From an optimization exercise on the open Yosys and OpenROAD flow, aimed at small area; shortcuts taken in it are not production practice.
At most, simulation tests tie the RTL to the original design; equivalence was not proved.
No activity file was given, so power comes from the tool's default toggle rates.

==> try-fjord <==
## alog_top
module alog_top (rstn, clk, buffer_2, buffer_3, reff, head_flag, dout, weight_2_in_0);
Settings: LEC_CHECK=0, CAP_MARGIN=20, CORE_MARGIN=2, CORE_UTILIZATION=60, CTS_CLUSTER_DIAMETER=80, CTS_CLUSTER_SIZE=30, PLACE_DENSITY=0.7, SLEW_MARGIN=20; clock period 12.0 ns.
run.sh (not shown) runs the stock make flow with config.mk's settings and CLKGATE_MAP_FILE= SYNTH_SCRIPT=/design/flow/synth_recipe.tcl, a recipe that flattens the netlist after the stock synthesis.
==> try-garnet (differences from try-fjord) <==
--- a/flow/design.v
+++ b/flow/design.v
@@ -6,29 +6,25 @@
 input  rstn;
 input  enable;
 output reg div_state;
 output reg [13:0] result;
 reg [31:0] temp;
 reg [13:0] counter;
 reg [13:0] result_pre;
 wire [32:0] diff = {1'b0, temp} - {1'b0, divisor};
-wire lt = diff[32];
+wire lt = diff[32] & (|divisor);    
 wire gt = ~lt & (|diff[31:0]);
-always @(posedge clk or negedge rstn)
-    if (!rstn)
-        temp <= 32'd0;
-    else if (!enable)
+always @(posedge clk)
+    if (!enable)
         temp <= dividend;
     else if (gt)
         temp <= diff[31:0];
-always @(posedge clk or negedge rstn)
-    if (!rstn)
-        counter <= 14'd0;
-    else if (!enable)
+always @(posedge clk)
+    if (!enable)
         counter <= 14'd0;
     else if (gt)
         counter <= counter + 14'd1;
 always @(posedge clk or negedge rstn)
     if (!rstn)
         result_pre <= 14'd0;
     else if (enable)
         result_pre <= counter;
@@ -309,20 +305,18 @@
     end
 wire byp = byp_start | (byp_cnt > 6'd1);
 wire [13:0] x2_t0, x2_t1, x2_t32, x2_in, x3_t0, x3_t1, x3_t32, x3_in, r_t0;
 wire dwr = jeq0 & ~blk;
 ram_data ram_data_2 (.clk(clk), .rstn(rstn), .shift(shift), .in(buffer_2), .wr(dwr), .in_q(x2_in), .tap0(x2_t0), .tap1(x2_t1), .tap32(x2_t32));
 ram_data ram_data_3 (.clk(clk), .rstn(rstn), .shift(shift), .in(buffer_3), .wr(dwr), .in_q(x3_in), .tap0(x3_t0), .tap1(x3_t1), .tap32(x3_t32));
 ram_data ram_data_r (.clk(clk), .rstn(rstn), .shift(shift), .in(reff), .wr(dwr), .in_q(), .tap0(r_t0), .tap1(), .tap32());
 reg [13:0] reff_31;
-always @(posedge clk or negedge rstn)
-    if (rstn == 0)
-        reff_31 <= 14'd0;
-    else if (jeq31)
+always @(posedge clk)
+    if (jeq31)
         reff_31 <= v32 ? r_t0 : 14'd0;
 reg [13:0] x1;
 always @(posedge clk or negedge rstn)
     if (rstn == 0)
         x1 <= 14'd0;
     else if (shift)
         x1 <= x2_in;
 wire [31:0] w2_t0, w2_t32, w3_t0, w3_t32, sq2, sq3;
- CTS_CLUSTER_DIAMETER: 80 -> 60
- CTS_CLUSTER_SIZE: 30 -> 24
==> comparison <==
Of try-garnet and try-fjord, try-garnet has the higher global-route usage (gap 0.19 points).
In try-garnet the register-to-register slack is worse than in try-fjord, by 110 ps.
Of try-fjord and try-garnet, try-garnet has the higher first-iteration DRC count (gap about 9%, measured against try-garnet).
Against try-fjord, the design area of try-garnet is larger by about 0.4%.
In try-fjord the clock power is smaller than in try-garnet, by 11%.
Sequential cell count is the same in try-fjord and try-garnet.
try-garnet passed the timing, DRC and antenna checks. try-fjord completed, yet does not pass: antenna rules.
Of try-garnet and try-fjord, try-fjord has the higher sequential share of layout area (gap 0.080 points).
In try-fjord the non-clock buffer count is higher than in try-garnet, by 14.
Final cell count: try-fjord is higher than try-garnet (about 0.7%).
Of try-garnet and try-fjord, try-garnet has the higher clock-buffer cell count (gap 37).
==> figures <==
quantity                                                                            try-fjord               try-garnet
Run status                                                         complete, but fails checks  complete, no violations
Reasons for failing layout checks                                               antenna rules                        -
Share of flip-flops with an asynchronous set or reset                                  14.20%                   11.62%
Cell depth of the worst flop-to-flop path                                                  34                       35
Fraction of final layout cells with drive strength greater than 1                      8.598%                   9.140%
Power in the clock group                                                              7.06 mW                  7.96 mW
Worst hold margin                                                                    298.5 ps                 282.8 ps
Area of the multi-input gates                                                      35,300 µm²               34,490 µm²
Multi-input combinational area share                                                   26.46%                   25.74%
Critical path required time                                                         12,700 ps                12,780 ps
Share of the synthesized netlist area taken by xor and xnor gates                      2.990%                   3.054%
Count of antenna diodes in the layout                                                      10                        9
Fraction of post-synthesis cell area in the top cell type by area                      56.51%                   57.29%
Starting density of the core                                                           60.45%                   60.29%
Worst clock skew on the final layout                                                 90.14 ps                 92.00 ps
Register area                                                                      85,620 µm²               85,860 µm²
Fmax                                                                                92.49 MHz                91.60 MHz
Share of synthesized cell area in and, or, nand and nor gates                          5.671%                   5.754%
Finished Layout Cells                                                                  12,120                   12,030
Met2 wire len                                                                      130,800 µm               129,100 µm
Synthesized netlist cell count                                                          9,282                    9,124
Final instance area                                                               133,400 µm²              134,000 µm²
No functional check of the RTL was part of try-fjord.

## what the ideal ports hide
The flow's constraints put no driver on any port. The routed layouts listed below were extracted and timed again, unchanged, in two steps. Step 1 assumes that a clkbuf_16 drives the clock port and a buf_2 every other input. Step 2 times the ports against the registers' clock, not the clock port: input delays grow and output delays shrink by t, the midpoint of the rising clock arrivals with the driver on. Slacks: ideal / step 1 / step 2; pairs: ideal / step 1.
run | shift t [ns] | slack for setup (ns) | hold WS [ns] | worst setup path after step 2
try-fjord | 0.927 | 1.188 / 1.188 / 1.188 | 0.299 / 0.299 / 0.299 | register to register
try-garnet | 0.977 | 1.083 / 1.083 / 1.083 | 0.283 / 0.283 / 0.283 | register to register
